Source: an optimization exercise on an open RTL-to-GDS flow (aim: small area). Production flows keep margins and buffers that such runs may drop.
In this exercise RTL edits were held to simulation tests only and were not proved equivalent to the original.
Power figures rest on the tool's default switching activity, not on a simulated workload.

==> job 7394 <==
==> flow/design.v <==
module regfile2r1w(
	input clk,
	input reset,
	input [3:0] add1,
	input [3:0] add2,
	output [31:0] dataout1,
	output [31:0] dataout2,
	input  wen,
	input [3:0] addw,
	input [31:0] datain
);
reg ph;
always @(posedge clk)
	ph <= ~ph & reset;
wire [31:0] w = ~reset ? 32'hffffffff : (datain ^ {32{ph}});
wire [31:0] s1 [16:0];		 
wire [31:0] s2 [16:0];
assign s1[0] = 32'h0;
assign s2[0] = 32'h0;
genvar i;
generate
	for (i = 0; i < 16; i = i + 1) begin : g
		reg [31:0] q;
		wire ld = ~reset | (~wen & (addw == i));
		always @(posedge clk)
			q <= ~((q | {32{ld}}) & (w | {32{~ld}}));
		assign s1[i+1] = s1[i] | (q & {32{add1 == i}});
		assign s2[i+1] = s2[i] | (q & {32{add2 == i}});
	end
endgenerate
assign dataout1 = s1[16] ^ {32{ph}};
assign dataout2 = s2[16] ^ {32{ph}};
endmodule
==> flow/flow/run.sh <==
#!/bin/bash
# Own layout flow: the standard synthesis (for the flip-flops' names and cell
# types), then a hand-mapped netlist of the same design with those flip-flops
# (flow/gen_netlist.py) in place of the synthesised one, then the standard
# layout steps from floorplan to finish, with the storage array pre-placed
# (flow/place.tcl).
set -euo pipefail
R=orfs/results/${FLOW_PLATFORM}/regfile2r1w/base

bash standard.sh synth > synth_standard.log 2>&1
cp $R/1_2_yosys.v standard_1_2_yosys.v
python3 flow/gen_netlist.py standard_1_2_yosys.v netlist.v > gen_netlist.log 2>&1
cp netlist.v $R/1_2_yosys.v
rm -f $R/1_synth.odb $R/1_synth.sdc
touch $R/1_2_yosys.v

export PRE_GLOBAL_PLACE_SKIP_IO_TCL=$PWD/flow/place.tcl
export POST_GLOBAL_PLACE_TCL=$PWD/flow/unfix.tcl
bash standard.sh \
  "BUFFER_PORTS_ARGS=-buffer_cell sky130_fd_sc_hd__buf_1" \
  "CTS_ARGS=-sink_clustering_enable -repair_clock_nets -dont_use_dummy_load -buf_list sky130_fd_sc_hd__clkbuf_4 -sink_clustering_size 9 -sink_clustering_max_diameter 40" \
  finish > layout.log 2>&1
==> flow/flow/gen_netlist.py <==
#!/usr/bin/env python3
"""Writes a hand-mapped gate netlist of regfile2r1w (the phase-toggled register
file of rtl/regfile.v) on sky130_fd_sc_hd cells.

usage: gen_netlist.py STANDARD_NETLIST OUT_NETLIST

The flip-flops keep the instance names and cell type that the standard
synthesis (STANDARD_NETLIST) gave them; the script stops with an error if that
netlist's flip-flops are not exactly the ones written here.
"""
import re
import sys

P = "sky130_fd_sc_hd__"
cells = []
wires = []
n_inst = [0]


def wire(name):
    wires.append(name)
    return name


def cell(kind, pins, name=None):
    if name is None:
        n_inst[0] += 1
        name = "u%d" % n_inst[0]
    conn = ", ".join(".%s(%s)" % (p, s) for p, s in pins)
    cells.append("  %s%s %s (%s);" % (P, kind, name, conn))


def ffname(i, b):
    return "\\g[%d].q[%d]$_DFF_P_ " % (i, b)


# ---------------------------------------------------------------- phase
ph = wire("ph")
cell("dfxtp_1", [("CLK", "clk"), ("D", wire("ph_d")), ("Q", ph)], "\\ph$_DFF_P_ ")
cell("nor2b_1", [("A", ph), ("B_N", "reset"), ("Y", "ph_d")])   # ~ph & reset

# ---------------------------------------------------------------- write data: w = datain ^ ph
for b in range(32):
    cell("xor2_1", [("A", "datain[%d]" % b), ("B", ph), ("X", wire("w%d" % b))])
# for the read ports, ph is fanned out through two inverters, one per port
phn = [None]
for k in (1, 2):
    phn.append(wire("phn%d" % k))
    cell("inv_2", [("A", ph), ("Y", phn[k])])

# ---------------------------------------------------------------- write decode
# ld_i  = wr_i | ~reset   (load)
# ldn_i = ~(wr_i & reset) (keep; 1 under reset, so a reset loads 0)
rn = wire("rn")
cell("inv_1", [("A", "reset"), ("Y", rn)])
awn = []
for k in range(4):
    awn.append(wire("awn%d" % k))
    cell("inv_1", [("A", "addw[%d]" % k), ("Y", awn[k])])


def lit(bus, inv, k, v):
    # signal that is 0 when bit k equals v (for a NOR decoder)
    return inv[k] if v else "%s[%d]" % (bus, k)


wlo, whw, whr = [], [], []
for j in range(4):
    wlo.append(wire("wlo%d" % j))
    cell("nor2_1", [("A", lit("addw", awn, 1, j >> 1)), ("B", lit("addw", awn, 0, j & 1)), ("Y", wlo[j])])
for k in range(4):
    whw.append(wire("whw%d" % k))
    cell("nor3_1", [("A", "wen"), ("B", lit("addw", awn, 3, k >> 1)), ("C", lit("addw", awn, 2, k & 1)), ("Y", whw[k])])
    whr.append(wire("whr%d" % k))
    cell("nor4_1", [("A", "wen"), ("B", rn), ("C", lit("addw", awn, 3, k >> 1)), ("D", lit("addw", awn, 2, k & 1)), ("Y", whr[k])])
ld, ldn = [], []
for i in range(16):
    ld.append(wire("ld%d" % i))
    cell("a21o_2", [("A1", wlo[i & 3]), ("A2", whw[i >> 2]), ("B1", rn), ("X", ld[i])])
    ldn.append(wire("ldn%d" % i))
    cell("nand2_2", [("A", wlo[i & 3]), ("B", whr[i >> 2]), ("Y", ldn[i])])

# ---------------------------------------------------------------- storage
# q' = ~((ld | q) & (ldn | w)): not loaded -> ~q, loaded -> ~w, reset -> 0
for i in range(16):
    for b in range(32):
        q = wire("q_%d_%d" % (i, b))
        d = wire("d_%d_%d" % (i, b))
        cell("o22ai_1", [("A1", ld[i]), ("A2", q), ("B1", ldn[i]), ("B2", "w%d" % b), ("Y", d)],
             "nx_%d_%d" % (i, b))
        cell("dfxtp_1", [("CLK", "clk"), ("D", d), ("Q", q)], ffname(i, b))

# ---------------------------------------------------------------- read ports
for port, addr, out in ((1, "add1", "dataout1"), (2, "add2", "dataout2")):
    an = []
    for k in range(4):
        an.append(wire("a%dn%d" % (port, k)))
        cell("inv_1", [("A", "%s[%d]" % (addr, k)), ("Y", an[k])])
    lo, hi = [], []
    for j in range(4):
        lo.append(wire("r%dlo%d" % (port, j)))
        cell("nor2_1", [("A", lit(addr, an, 1, j >> 1)), ("B", lit(addr, an, 0, j & 1)), ("Y", lo[j])])
        hi.append(wire("r%dhi%d" % (port, j)))
        cell("nor2_1", [("A", lit(addr, an, 3, j >> 1)), ("B", lit(addr, an, 2, j & 1)), ("Y", hi[j])])
    nsel = []
    for i in range(16):
        nsel.append(wire("r%dns%d" % (port, i)))
        cell("nand2_2", [("A", lo[i & 3]), ("B", hi[i >> 2]), ("Y", nsel[i])])
    for b in range(32):
        ys = []
        for m in range(8):
            y = wire("r%dy_%d_%d" % (port, b, m))
            i0, i1 = 2 * m, 2 * m + 1
            cell("o22ai_1", [("A1", nsel[i0]), ("A2", "q_%d_%d" % (i0, b)),
                             ("B1", nsel[i1]), ("B2", "q_%d_%d" % (i1, b)), ("Y", y)],
                 "rd%d_%d_%d" % (port, m, b))
            ys.append(y)
        n1 = wire("r%dn1_%d" % (port, b))
        n2 = wire("r%dn2_%d" % (port, b))
        z = wire("r%dz_%d" % (port, b))
        # even and odd register pairs, so that both NOR4s sit mid-column
        cell("nor4_1", [("A", ys[0]), ("B", ys[2]), ("C", ys[4]), ("D", ys[6]), ("Y", n1)])
        cell("nor4_1", [("A", ys[1]), ("B", ys[3]), ("C", ys[5]), ("D", ys[7]), ("Y", n2)])
        cell("nand2_1", [("A", n1), ("B", n2), ("Y", z)])      # ~stored bit
        cell("xor2_1", [("A", z), ("B", phn[port]), ("X", "%s[%d]" % (out, b))])


def check_flops(path):
    want = set(["\\ph$_DFF_P_"] + ["\\g[%d].q[%d]$_DFF_P_" % (i, b) for i in range(16) for b in range(32)])
    got = {}
    text = open(path).read()
    for m in re.finditer(r"^\s*(sky130_fd_sc_hd__\w+)\s+(\\\S+|\w+)\s*\(", text, re.M):
        kind, name = m.group(1), m.group(2)
        if re.search(r"__(dfx|dfr|dfs|edf|sdf|dlx|dlr|sedf|dfb)", kind):
            got[name] = kind
    if set(got) != want or any(k != P + "dfxtp_1" for k in got.values()):
        sys.exit("gen_netlist: the standard synthesis's flip-flops differ from this netlist's: %d vs %d"
                 % (len(got), len(want)))


def main():
    check_flops(sys.argv[1])
    with open(sys.argv[2], "w") as f:
        f.write("module regfile2r1w(clk, reset, add1, add2, dataout1, dataout2, wen, addw, datain);\n")
        f.write("  input clk;\n  input reset;\n  input [3:0] add1;\n  input [3:0] add2;\n")
        f.write("  output [31:0] dataout1;\n  output [31:0] dataout2;\n")
        f.write("  input wen;\n  input [3:0] addw;\n  input [31:0] datain;\n")
        for w in wires:
            f.write("  wire %s;\n" % w)
        f.write("\n".join(cells))
        f.write("\nendmodule\n")


main()
==> flow/flow/place.tcl <==
# Structured pre-placement, run before the first global placement: the 512
# storage bits are laid out as an array. Registers 2m and 2m+1 share a band
# of rows; in it, bit b is a unit of the two flip-flops, their next-state
# gates and the two read gates of the pair. Units sit at the same place in
# every band, so a bit's column runs through all bands. The array cells are
# FIRM during global placement (unfix.tcl releases them afterwards).
set block [ord::get_db_block]
set rows {}
foreach r [$block getRows] { lappend rows [list [lindex [$r getOrigin] 1] $r] }
set rows [lsort -integer -index 0 $rows]
set nrows [llength $rows]
set site_w [[[lindex [lindex $rows 0] 1] getSite] getWidth]

set NB 8
set UPR 5
set RPB [expr {(32 + $UPR - 1) / $UPR}]
set first [expr {($nrows - $NB * $RPB) / 2}]
if {$first < 0} { error "place.tcl: $nrows rows are too few for the array" }

# blocked intervals (fixed cells, i.e. tap cells) per row y
array set blocked {}
foreach inst [$block getInsts] {
  if {[$inst isFixed]} {
    set bb [$inst getBBox]
    lappend blocked([$bb yMin]) [list [$bb xMin] [$bb xMax]]
  }
}

proc find_inst {name} {
  set i [[ord::get_db_block] findInst $name]
  if {$i eq "NULL"} { error "place.tcl: no instance $name" }
  return $i
}

set placed 0
for {set m 0} {$m < $NB} {incr m} {
  for {set b 0} {$b < 32} {incr b} {
    set r [expr {$first + $m * $RPB + $b / $UPR}]
    set k [expr {$b % $UPR}]
    set row [lindex [lindex $rows $r] 1]
    set y [lindex [lindex $rows $r] 0]
    set x0 [lindex [$row getOrigin] 0]
    set nsites [$row getSiteCount]
    set pitch [expr {$nsites / $UPR}]
    set x [expr {$x0 + ($k * $pitch + ($pitch - 52) / 2) * $site_w}]
    set i0 [expr {2 * $m}]
    set i1 [expr {2 * $m + 1}]
    # the database keeps the backslashes of the escaped Verilog names
    set f0 [format {g\[%d\].q\[%d\]$_DFF_P_} $i0 $b]
    set f1 [format {g\[%d\].q\[%d\]$_DFF_P_} $i1 $b]
    set names [list $f0 nx_${i0}_$b rd1_${m}_$b rd2_${m}_$b nx_${i1}_$b $f1]
    foreach n $names {
      set inst [find_inst $n]
      set w [[$inst getMaster] getWidth]
      set moved 1
      while {$moved} {
        set moved 0
        if {[info exists blocked($y)]} {
          foreach iv $blocked($y) {
            if {$x < [lindex $iv 1] && $x + $w > [lindex $iv 0]} { set x [lindex $iv 1]; set moved 1 }
          }
        }
      }
      if {$x + $w > $x0 + $nsites * $site_w} { error "place.tcl: row $r overflows" }
      $inst setOrient [$row getOrient]
      $inst setLocation $x $y
      $inst setPlacementStatus FIRM
      lappend blocked($y) [list $x [expr {$x + $w}]]
      set x [expr {$x + $w}]
      incr placed
    }
  }
}
puts "place.tcl: placed $placed array cells in rows $first..[expr {$first + $NB * $RPB - 1}] of $nrows"
==> flow/flow/unfix.tcl <==
# Releases the array cells that place.tcl fixed, once global placement is done.
set n 0
foreach inst [[ord::get_db_block] getInsts] {
  if {[$inst getPlacementStatus] eq "FIRM"} { $inst setPlacementStatus PLACED; incr n }
}
puts "unfix.tcl: released $n cells"
==> flow/standard.sh <==
#!/bin/bash
# synth_recipe.tcl (not shown) runs the flow's synth.tcl, then flattens the netlist and writes it again
# the make line also repeats each setting of config.mk as NAME=value (left out here)
make -C /OpenROAD-flow-scripts/flow DESIGN_CONFIG=/design/flow/config.mk WORK_HOME=/design/flow/orfs CLKGATE_MAP_FILE= SYNTH_SCRIPT=/design/flow/synth_recipe.tcl "${@:-finish}"
==> flow/config.mk <==
export PLATFORM = sky130hd
export DESIGN_NAME = regfile2r1w
export DESIGN_NICKNAME = regfile2r1w
export VERILOG_FILES = /design/flow/design.v
export SDC_FILE = /design/flow/constraint.sdc
export NUM_CORES = 4
export LEC_CHECK = 0
export CAP_MARGIN = 5
export CORE_MARGIN = 2
export CORE_UTILIZATION = 65
export GPL_TIMING_DRIVEN = 0
export SETUP_SLACK_MARGIN = 0.1
export SLEW_MARGIN = 5
==> flow/constraint.sdc <==
create_clock -name core_clock -period 5.0 [get_ports {clk}]
set_input_delay 1.0000 -clock core_clock [delete_from_list [all_inputs] [get_ports {clk}]]
set_output_delay 1.0000 -clock core_clock [all_outputs]
set_load 0.01 [all_outputs]
==> job 2423: changes against job 7394 <==
==> flow/flow/run.sh (replaced) <==
#!/bin/bash
# Own layout flow: the standard synthesis (for the flip-flops' names and cell
# types), then a hand-mapped netlist of the same design with those flip-flops
# (flow/gen_netlist.py) in place of the synthesised one, then the standard
# layout steps from floorplan to finish.
set -euo pipefail
R=orfs/results/${FLOW_PLATFORM}/regfile2r1w/base

bash standard.sh synth > synth_standard.log 2>&1
cp $R/1_2_yosys.v standard_1_2_yosys.v
python3 flow/gen_netlist.py standard_1_2_yosys.v netlist.v > gen_netlist.log 2>&1
cp netlist.v $R/1_2_yosys.v
rm -f $R/1_synth.odb $R/1_synth.sdc
touch $R/1_2_yosys.v

bash standard.sh \
  "BUFFER_PORTS_ARGS=-buffer_cell sky130_fd_sc_hd__buf_1" \
  "CTS_ARGS=-sink_clustering_enable -repair_clock_nets -dont_use_dummy_load -buf_list sky130_fd_sc_hd__clkbuf_4 -sink_clustering_size 9 -sink_clustering_max_diameter 40" \
  finish > layout.log 2>&1
--- a/flow/flow/gen_netlist.py
+++ b/flow/flow/gen_netlist.py
@@ -86,8 +86,7 @@
     for b in range(32):
         q = wire("q_%d_%d" % (i, b))
         d = wire("d_%d_%d" % (i, b))
-        cell("o22ai_1", [("A1", ld[i]), ("A2", q), ("B1", ldn[i]), ("B2", "w%d" % b), ("Y", d)],
-             "nx_%d_%d" % (i, b))
+        cell("o22ai_1", [("A1", ld[i]), ("A2", q), ("B1", ldn[i]), ("B2", "w%d" % b), ("Y", d)])
         cell("dfxtp_1", [("CLK", "clk"), ("D", d), ("Q", q)], ffname(i, b))
 
 # ---------------------------------------------------------------- read ports
@@ -112,15 +111,13 @@
             y = wire("r%dy_%d_%d" % (port, b, m))
             i0, i1 = 2 * m, 2 * m + 1
             cell("o22ai_1", [("A1", nsel[i0]), ("A2", "q_%d_%d" % (i0, b)),
-                             ("B1", nsel[i1]), ("B2", "q_%d_%d" % (i1, b)), ("Y", y)],
-                 "rd%d_%d_%d" % (port, m, b))
+                             ("B1", nsel[i1]), ("B2", "q_%d_%d" % (i1, b)), ("Y", y)])
             ys.append(y)
         n1 = wire("r%dn1_%d" % (port, b))
         n2 = wire("r%dn2_%d" % (port, b))
         z = wire("r%dz_%d" % (port, b))
-        # even and odd register pairs, so that both NOR4s sit mid-column
-        cell("nor4_1", [("A", ys[0]), ("B", ys[2]), ("C", ys[4]), ("D", ys[6]), ("Y", n1)])
-        cell("nor4_1", [("A", ys[1]), ("B", ys[3]), ("C", ys[5]), ("D", ys[7]), ("Y", n2)])
+        cell("nor4_1", [("A", ys[0]), ("B", ys[1]), ("C", ys[2]), ("D", ys[3]), ("Y", n1)])
+        cell("nor4_1", [("A", ys[4]), ("B", ys[5]), ("C", ys[6]), ("D", ys[7]), ("Y", n2)])
         cell("nand2_1", [("A", n1), ("B", n2), ("Y", z)])      # ~stored bit
         cell("xor2_1", [("A", z), ("B", phn[port]), ("X", "%s[%d]" % (out, b))])
 
CORE_UTILIZATION = 70   (was 65)
SETUP_SLACK_MARGIN = unset   (was 0.1)
removed: flow/flow/place.tcl
removed: flow/flow/unfix.tcl
==> job 138: changes against job 7394 <==
==> flow/flow/run.sh (replaced) <==
#!/bin/bash
# Own layout flow: the standard synthesis (for the flip-flops' names and cell
# types), then a hand-mapped netlist of the same design with those flip-flops
# (flow/gen_netlist.py) in place of the synthesised one, then the standard
# layout steps from floorplan to finish.
set -euo pipefail
R=orfs/results/${FLOW_PLATFORM}/regfile2r1w/base

bash standard.sh synth > synth_standard.log 2>&1
cp $R/1_2_yosys.v standard_1_2_yosys.v
python3 flow/gen_netlist.py standard_1_2_yosys.v netlist.v > gen_netlist.log 2>&1
cp netlist.v $R/1_2_yosys.v
rm -f $R/1_synth.odb $R/1_synth.sdc
touch $R/1_2_yosys.v

bash standard.sh \
  "BUFFER_PORTS_ARGS=-buffer_cell sky130_fd_sc_hd__buf_1" \
  "CTS_ARGS=-sink_clustering_enable -repair_clock_nets -dont_use_dummy_load -buf_list sky130_fd_sc_hd__clkbuf_4 -sink_clustering_size 9 -sink_clustering_max_diameter 40" \
  finish > layout.log 2>&1
--- a/flow/flow/gen_netlist.py
+++ b/flow/flow/gen_netlist.py
@@ -42,11 +42,6 @@
 # ---------------------------------------------------------------- write data: w = datain ^ ph
 for b in range(32):
     cell("xor2_1", [("A", "datain[%d]" % b), ("B", ph), ("X", wire("w%d" % b))])
-# for the read ports, ph is fanned out through two inverters, one per port
-phn = [None]
-for k in (1, 2):
-    phn.append(wire("phn%d" % k))
-    cell("inv_2", [("A", ph), ("Y", phn[k])])
 
 # ---------------------------------------------------------------- write decode
 # ld_i  = wr_i | ~reset   (load)
@@ -86,8 +81,7 @@
     for b in range(32):
         q = wire("q_%d_%d" % (i, b))
         d = wire("d_%d_%d" % (i, b))
-        cell("o22ai_1", [("A1", ld[i]), ("A2", q), ("B1", ldn[i]), ("B2", "w%d" % b), ("Y", d)],
-             "nx_%d_%d" % (i, b))
+        cell("o22ai_1", [("A1", ld[i]), ("A2", q), ("B1", ldn[i]), ("B2", "w%d" % b), ("Y", d)])
         cell("dfxtp_1", [("CLK", "clk"), ("D", d), ("Q", q)], ffname(i, b))
 
 # ---------------------------------------------------------------- read ports
@@ -112,17 +106,15 @@
             y = wire("r%dy_%d_%d" % (port, b, m))
             i0, i1 = 2 * m, 2 * m + 1
             cell("o22ai_1", [("A1", nsel[i0]), ("A2", "q_%d_%d" % (i0, b)),
-                             ("B1", nsel[i1]), ("B2", "q_%d_%d" % (i1, b)), ("Y", y)],
-                 "rd%d_%d_%d" % (port, m, b))
+                             ("B1", nsel[i1]), ("B2", "q_%d_%d" % (i1, b)), ("Y", y)])
             ys.append(y)
         n1 = wire("r%dn1_%d" % (port, b))
         n2 = wire("r%dn2_%d" % (port, b))
         z = wire("r%dz_%d" % (port, b))
-        # even and odd register pairs, so that both NOR4s sit mid-column
-        cell("nor4_1", [("A", ys[0]), ("B", ys[2]), ("C", ys[4]), ("D", ys[6]), ("Y", n1)])
-        cell("nor4_1", [("A", ys[1]), ("B", ys[3]), ("C", ys[5]), ("D", ys[7]), ("Y", n2)])
+        cell("nor4_1", [("A", ys[0]), ("B", ys[1]), ("C", ys[2]), ("D", ys[3]), ("Y", n1)])
+        cell("nor4_1", [("A", ys[4]), ("B", ys[5]), ("C", ys[6]), ("D", ys[7]), ("Y", n2)])
         cell("nand2_1", [("A", n1), ("B", n2), ("Y", z)])      # ~stored bit
-        cell("xor2_1", [("A", z), ("B", phn[port]), ("X", "%s[%d]" % (out, b))])
+        cell("xnor2_1", [("A", z), ("B", ph), ("Y", "%s[%d]" % (out, b))])
 
 
 def check_flops(path):
CORE_UTILIZATION = 70   (was 65)
SETUP_SLACK_MARGIN = unset   (was 0.1)
removed: flow/flow/place.tcl
removed: flow/flow/unfix.tcl
==> job 3571: changes against job 7394 <==
--- a/flow/flow/place.tcl
+++ b/flow/flow/place.tcl
@@ -12,7 +12,7 @@
 set site_w [[[lindex [lindex $rows 0] 1] getSite] getWidth]
 
 set NB 8
-set UPR 5
+set UPR 6
 set RPB [expr {(32 + $UPR - 1) / $UPR}]
 set first [expr {($nrows - $NB * $RPB) / 2}]
 if {$first < 0} { error "place.tcl: $nrows rows are too few for the array" }
@@ -42,7 +42,7 @@
     set x0 [lindex [$row getOrigin] 0]
     set nsites [$row getSiteCount]
     set pitch [expr {$nsites / $UPR}]
-    set x [expr {$x0 + ($k * $pitch + ($pitch - 52) / 2) * $site_w}]
+    set x [expr {$x0 + $k * $pitch * $site_w}]
     set i0 [expr {2 * $m}]
     set i1 [expr {2 * $m + 1}]
     # the database keeps the backslashes of the escaped Verilog names
==> qor summary <==
DRC errors left: job 7394 -; job 138 0; job 3571 -; job 2423 0
Buffers added on ports: job 7394 110; job 138 110; job 3571 -; job 2423 110
Worst Hold Slack: job 7394 -; job 138 474 ps; job 3571 -; job 2423 474 ps
Status: job 7394 did not finish; job 138 complete, no violations; job 3571 did not finish; job 2423 complete, no violations
Stage where the flow stopped: job 7394 5_1_grt; job 138 -; job 3571 3_1_place_gp_skip_io; job 2423 -
Switching share of total power: job 7394 -; job 138 0.309; job 3571 -; job 2423 0.319
Non-clock buffer contribution to total cell area: job 7394 -; job 138 0.0224; job 3571 -; job 2423 0.0213
Combinational power: job 7394 -; job 138 0.00143 W; job 3571 -; job 2423 0.00150 W
Destination of the critical timing path: job 7394 -; job 138 dataout1[28]; job 3571 -; job 2423 dataout2[19]
Highest-power group: job 7394 -; job 138 registers; job 3571 -; job 2423 registers
Final period demand of the worst path: job 7394 -; job 138 4660 ps; job 3571 -; job 2423 4750 ps
Final worst setup slack: job 7394 -; job 138 340 ps; job 3571 -; job 2423 249 ps
Diode count: job 7394 -; job 138 2; job 3571 -; job 2423 1
Number of cells traversed by the worst register-to-register path: job 7394 -; job 138 3; job 3571 -; job 2423 3
Critical path type: job 7394 -; job 138 input pin to primary output; job 3571 -; job 2423 input pin to primary output

## afterwards: timing with drivers on the ports
No port has a modelled driver above. Below, the same layouts with a new extraction and two added sets of constraints.
Step 1 (the two cells are an assumption about what drives the block):
set clk [get_ports {clk}]
set_driving_cell -lib_cell sky130_fd_sc_hd__clkbuf_16 $clk
set_driving_cell -lib_cell sky130_fd_sc_hd__buf_2 [delete_from_list [all_inputs] $clk]
Step 2 times the ports against the registers' clock, not the clock port: input delays grow and output delays shrink by t, the midpoint of the rising clock arrivals with the driver on.
Slacks: ideal / step 1 / step 2; pairs: ideal / step 1.
run	shift t [ns]	setup slack, ns	cell pins on the clock port's net
job 2423	0.761	0.249 / 0.227 / 0.227	1
job 138	0.749	0.340 / 0.318 / 0.318	1
After both steps setup and hold are still met in every run listed.
